Background: an optimization exercise with open tools, aiming at small area. Do not read the settings as production practice. Only simulation tests tie the RTL to the original design; equivalence was not proved.

==> inputs of 01-25 <==
## rifl_link
module rifl_link #
(
    parameter int GT_WIDTH = 64,
    parameter int USER_WIDTH = 64,
    parameter int FRAME_WIDTH = 64,
    parameter int FRAME_ID_WIDTH = 6,
    parameter int FRAME_FREQ = 161
)
(
    input logic clk,
    input logic rst,
    input logic [GT_WIDTH-1:0] gt_rx_data,
    output logic [GT_WIDTH-1:0] gt_tx_data,
    input logic [USER_WIDTH-1:0] s_axis_tdata,
    input logic [USER_WIDTH/8-1:0] s_axis_tkeep,
    input logic s_axis_tlast,
    input logic s_axis_tvalid,
    output logic s_axis_tready,
    output logic [USER_WIDTH-1:0] m_axis_tdata,
    output logic [USER_WIDTH/8-1:0] m_axis_tkeep,
    output logic m_axis_tlast,
    output logic m_axis_tvalid,
    input logic m_axis_tready,
    input logic compensate,
    output logic tx_state_init,
    output logic tx_state_send_pause,
    output logic tx_state_pause,
    output logic tx_state_send_retrans,
    output logic tx_state_retrans,
    output logic tx_state_normal,
    output logic rx_up,
    output logic rx_aligned,
    output logic rx_error,
    output logic rx_pause_request,
    output logic rx_retrans_request,
    output logic local_fc,
    output logic remote_fc
);
==> module rifl_sync_fifo, before the edit <==
module rifl_sync_fifo #
(
    parameter int DWIDTH = 50,
    parameter int NSLOT = 144
)
(
    input logic clk,
    input logic rst,
    input logic [DWIDTH-1:0] wr_data,
    input logic wr_en,
    input logic rd_en,
    output logic [DWIDTH-1:0] rd_data,
    output logic rd_empty,
    output logic [7:0] fifo_cnt
);
    localparam int AW = $clog2(NSLOT);
    logic [4:0] lutram_rd_ptr, lutram_wr_ptr;
    logic [7:0] bram_rd_ptr, bram_wr_ptr;
    logic bram_valid_1, bram_valid_2;
    logic bram_to_lutram, bram_to_lutram_1, bram_to_lutram_2;
    logic lutram_empty, lutram_full, bram_empty, bram_full;
    logic input_to_bram, input_to_lutram, store;
    logic [4:0] lutram_cnt;
    logic [7:0] bram_cnt;
    logic [AW:0] last;       
    logic [NSLOT-1:0][DWIDTH-1:0] mem;
    logic [DWIDTH-1:0] head_data;
    assign lutram_empty = lutram_rd_ptr == lutram_wr_ptr;
    assign lutram_full = lutram_rd_ptr == {~lutram_wr_ptr[4], lutram_wr_ptr[3:0]};
    assign bram_full = bram_rd_ptr == {~bram_wr_ptr[7], bram_wr_ptr[6:0]};
    assign bram_empty = bram_rd_ptr == bram_wr_ptr && ~bram_valid_1 && ~bram_valid_2;
    assign input_to_bram = wr_en && (~bram_empty || lutram_full);
    assign input_to_lutram = (~lutram_empty | ~rd_en) & bram_empty & wr_en & ~lutram_full;
    assign store = input_to_lutram | (input_to_bram & ~bram_full);
    assign lutram_cnt = lutram_wr_ptr - lutram_rd_ptr;
    assign bram_cnt = bram_wr_ptr - bram_rd_ptr;
    always_ff @(posedge clk) begin
        if (rst) begin
            lutram_rd_ptr <= 5'd0;
            lutram_wr_ptr <= 5'd0;
            bram_rd_ptr <= 8'd0;
            bram_wr_ptr <= 8'd0;
            bram_valid_1 <= 1'b0;
            bram_valid_2 <= 1'b0;
            bram_to_lutram <= 1'b0;
            bram_to_lutram_1 <= 1'b0;
            bram_to_lutram_2 <= 1'b0;
            fifo_cnt <= 8'd0;
            last <= {(AW+1){1'b1}};
        end
        else begin
            fifo_cnt <= bram_cnt + lutram_cnt;
            if (~bram_full & input_to_bram)
                bram_wr_ptr <= bram_wr_ptr + 1'b1;
            if (input_to_lutram | (bram_to_lutram_2 & bram_valid_2))
                lutram_wr_ptr <= lutram_wr_ptr + 1'b1;
            if (bram_rd_ptr != bram_wr_ptr && bram_to_lutram)
                bram_rd_ptr <= bram_rd_ptr + 1'b1;
            bram_valid_1 <= bram_rd_ptr != bram_wr_ptr;
            bram_valid_2 <= bram_valid_1;
            bram_to_lutram_1 <= bram_to_lutram;
            bram_to_lutram_2 <= bram_to_lutram_1;
            bram_to_lutram <= lutram_cnt <= 5'd8;
            if (rd_en && ~lutram_empty)
                lutram_rd_ptr <= lutram_rd_ptr + 1'b1;
            if (store & ~(rd_en & ~lutram_empty))
                last <= last + 1'b1;
            else if (~store & (rd_en & ~lutram_empty))
                last <= last - 1'b1;
        end
    end
    always_ff @(posedge clk) begin
        if (store)
            mem <= {mem[NSLOT-2:0], wr_data};
    end
    always_comb begin
        head_data = {DWIDTH{1'b0}};
        for (int i = 0; i < NSLOT; i++)
            head_data = head_data | (mem[i] & {DWIDTH{last == i}});
    end
    assign rd_data = (lutram_empty & bram_empty) ? wr_data : head_data;
    assign rd_empty = lutram_empty & (~wr_en | ~bram_empty);
endmodule
Settings: LEC_CHECK=0, CAP_MARGIN=20, CORE_MARGIN=2, CORE_UTILIZATION=30, SETUP_SLACK_MARGIN=0.3, SLEW_MARGIN=20, SYNTH_MEMORY_MAX_BITS=16384; clock period 8.0 ns.
standard.sh (not shown) runs the stock make flow with config.mk's settings and CLKGATE_MAP_FILE= SYNTH_SCRIPT=/design/flow/synth_recipe.tcl, a recipe that flattens the netlist after the stock synthesis.
==> flow/flow/run.sh <==
#!/bin/bash
# Layout flow: the standard layout (standard.sh) with three changes.
#  1. Synthesis maps the logic with an area-oriented ABC script
#     (flow/abc_area.script) in place of ORFS's delay-oriented one; everything
#     else in synth_recipe.tcl is unchanged, so the registers are the same.
#  2. Clock tree synthesis clusters up to 28 sinks within 90 um per leaf
#     buffer and inserts no dummy loads.
#  3. After global routing, antennas are repaired once more with a margin
#     (flow/grt_antenna.tcl), so that detailed routing leaves fewer of them,
#     and max slew and capacitance are repaired again after it.
# make's output, with every tool's log, goes to flow_make.log; ORFS keeps each
# step's log under orfs/logs/.
set -euo pipefail
W=$(pwd)
cat > "$W/flow_synth.tcl" <<EOT
proc abc {args} {
  set i [lsearch -exact \$args -script]
  if {\$i >= 0} { lset args [expr {\$i + 1}] {$W/flow/abc_area.script} }
  yosys abc {*}\$args
}
source {$W/synth_recipe.tcl}
EOT
sed "s#SYNTH_SCRIPT=[^ ]*#SYNTH_SCRIPT=$W/flow_synth.tcl#" standard.sh > flow_standard.sh
grep -q "SYNTH_SCRIPT=$W/flow_synth.tcl" flow_standard.sh
export CTS_ARGS="-sink_clustering_enable -repair_clock_nets -sink_clustering_size 28 -sink_clustering_max_diameter 90 -dont_use_dummy_load"
export POST_GLOBAL_ROUTE_TCL="$W/flow/grt_antenna.tcl"
bash flow_standard.sh > flow_make.log 2>&1
==> flow/flow/abc_area.script <==
&get -n
&st
&dc2
&dch
&nf -R 1000
&put
==> flow/flow/grt_antenna.tcl <==
repair_antennas -ratio_margin 40 -iterations 5
check_placement -verbose
estimate_parasitics -placement
repair_design_helper
global_route -start_incremental
detailed_placement
global_route -end_incremental -congestion_report_file $::env(REPORTS_DIR)/congestion_post_antenna_margin.rpt
check_placement -verbose
==> 07-27: changes against 01-25 <==
--- a/flow/design.v
+++ b/flow/design.v
@@ -84,6 +84,10 @@
     logic [4:0] lutram_cnt;
     logic [7:0] bram_cnt;
     logic [AW:0] last;       
+    logic [AW:0] last_next;
+    logic consume;
+    logic [(NSLOT+15)/16-1:0] last_hi;
+    logic [15:0] last_lo;
     logic [NSLOT-1:0][DWIDTH-1:0] mem;
     logic [DWIDTH-1:0] head_data;
     assign lutram_empty = lutram_rd_ptr == lutram_wr_ptr;
@@ -124,12 +128,17 @@
             bram_to_lutram <= lutram_cnt <= 5'd8;
             if (rd_en && ~lutram_empty)
                 lutram_rd_ptr <= lutram_rd_ptr + 1'b1;
-            if (store & ~(rd_en & ~lutram_empty))
-                last <= last + 1'b1;
-            else if (~store & (rd_en & ~lutram_empty))
-                last <= last - 1'b1;
+            last <= last_next;
         end
     end
+    assign consume = rd_en & ~lutram_empty;
+    assign last_next = store & ~consume ? last + 1'b1 : ~store & consume ? last - 1'b1 : last;
+    always_ff @(posedge clk) begin
+        for (int h = 0; h < (NSLOT+15)/16; h++)
+            last_hi[h] <= ~rst && last_next[AW:4] == h;
+        for (int l = 0; l < 16; l++)
+            last_lo[l] <= last_next[3:0] == l;
+    end
     always_ff @(posedge clk) begin
         if (store)
             mem <= {mem[NSLOT-2:0], wr_data};
@@ -137,7 +146,7 @@
     always_comb begin
         head_data = {DWIDTH{1'b0}};
         for (int i = 0; i < NSLOT; i++)
-            head_data = head_data | (mem[i] & {DWIDTH{last == i}});
+            head_data = head_data | (mem[i] & {DWIDTH{last_hi[i/16] & last_lo[i%16]}});
     end
     assign rd_data = (lutram_empty & bram_empty) ? wr_data : head_data;
     assign rd_empty = lutram_empty & (~wr_en | ~bram_empty);
==> flow/flow/run.sh (replaced) <==
#!/bin/bash
# Layout flow: the standard layout (standard.sh) with three changes.
#  1. Synthesis maps the logic with an area-oriented ABC script
#     (flow/abc_area.script) in place of ORFS's delay-oriented one; everything
#     else in synth_recipe.tcl is unchanged, so the registers are the same.
#  2. Clock tree synthesis clusters up to 22 sinks within 80 um per leaf
#     buffer and inserts no dummy loads.
#  3. After global routing, antennas are repaired once more with a margin
#     (flow/grt_antenna.tcl), so that detailed routing leaves fewer of them.
# make's output, with every tool's log, goes to flow_make.log; ORFS keeps each
# step's log under orfs/logs/.
set -euo pipefail
W=$(pwd)
cat > "$W/flow_synth.tcl" <<EOT
proc abc {args} {
  set i [lsearch -exact \$args -script]
  if {\$i >= 0} { lset args [expr {\$i + 1}] {$W/flow/abc_area.script} }
  yosys abc {*}\$args
}
source {$W/synth_recipe.tcl}
EOT
sed "s#SYNTH_SCRIPT=[^ ]*#SYNTH_SCRIPT=$W/flow_synth.tcl#" standard.sh > flow_standard.sh
grep -q "SYNTH_SCRIPT=$W/flow_synth.tcl" flow_standard.sh
export CTS_ARGS="-sink_clustering_enable -repair_clock_nets -sink_clustering_size 22 -sink_clustering_max_diameter 80 -dont_use_dummy_load"
export POST_GLOBAL_ROUTE_TCL="$W/flow/grt_antenna.tcl"
bash flow_standard.sh > flow_make.log 2>&1
==> flow/flow/grt_antenna.tcl (replaced) <==
repair_antennas -ratio_margin 40 -iterations 5
check_placement -verbose
--- a/flow/config.mk
+++ b/flow/config.mk
@@ -8,6 +8,6 @@
 export CAP_MARGIN = 20
 export CORE_MARGIN = 2
 export CORE_UTILIZATION = 30
-export SETUP_SLACK_MARGIN = 0.3
+export SETUP_SLACK_MARGIN = 0.2
 export SLEW_MARGIN = 20
 export SYNTH_MEMORY_MAX_BITS = 16384
==> impl_metrics.ini <==
[status]
status = did not finish
haltStage = 5_2_route
tool.error = Error: detail_route.tcl, 8 Global routing failed, run `make gui_grt` and load /design/flow/orfs/reports/sky130hd/rifl_link/base/congestion.rpt  in DRC viewer to view c...

[clock_network]
htreeDepth = 5

[global_routing]
grt_max_degree = 202

[place]
placed_cell_area_um2 = 419000
hpwl_um = 858000
That was 01-25.
==> impl_metrics.ini <==
[status]
status = finished with violations
violatedChecks = capacitance limit, slew limit

[global_routing]
grt_max_degree = 201

[job]
cap_violations = 1

[clock_network]
htreeDepth = 6

[place]
placed_cell_area_um2 = 418000

[sta]
drv_slew = 24
That was 07-27.

## re-timing with driven ports
In the flow no input, the clock included, has a driving cell. The finished layout below was timed again as built, in two steps.
Step 1, drivers: a clkbuf_16 drives clk and a buf_2 each remaining input, both assumed.
Step 2 also shifts input and output timing later by t, the mid clock arrival at the registers, as if the neighbouring blocks saw the same clock.
a / b / c = ideal / step 1 / step 2; a / b = the first two.
run: 07-27
t, ns: 1.173
setup WS [ns]: 0.520 / 0.520 / 0.520
clock arrival spread, ns: 0.245 / 0.244
worst register clock-pin slew, ns: 0.10 / 0.10
worst slew at a driven data input, ns: 0.18
The setup slack of 07-27 moves by 0.000 ns with the drivers and by 0.000 ns with both steps.
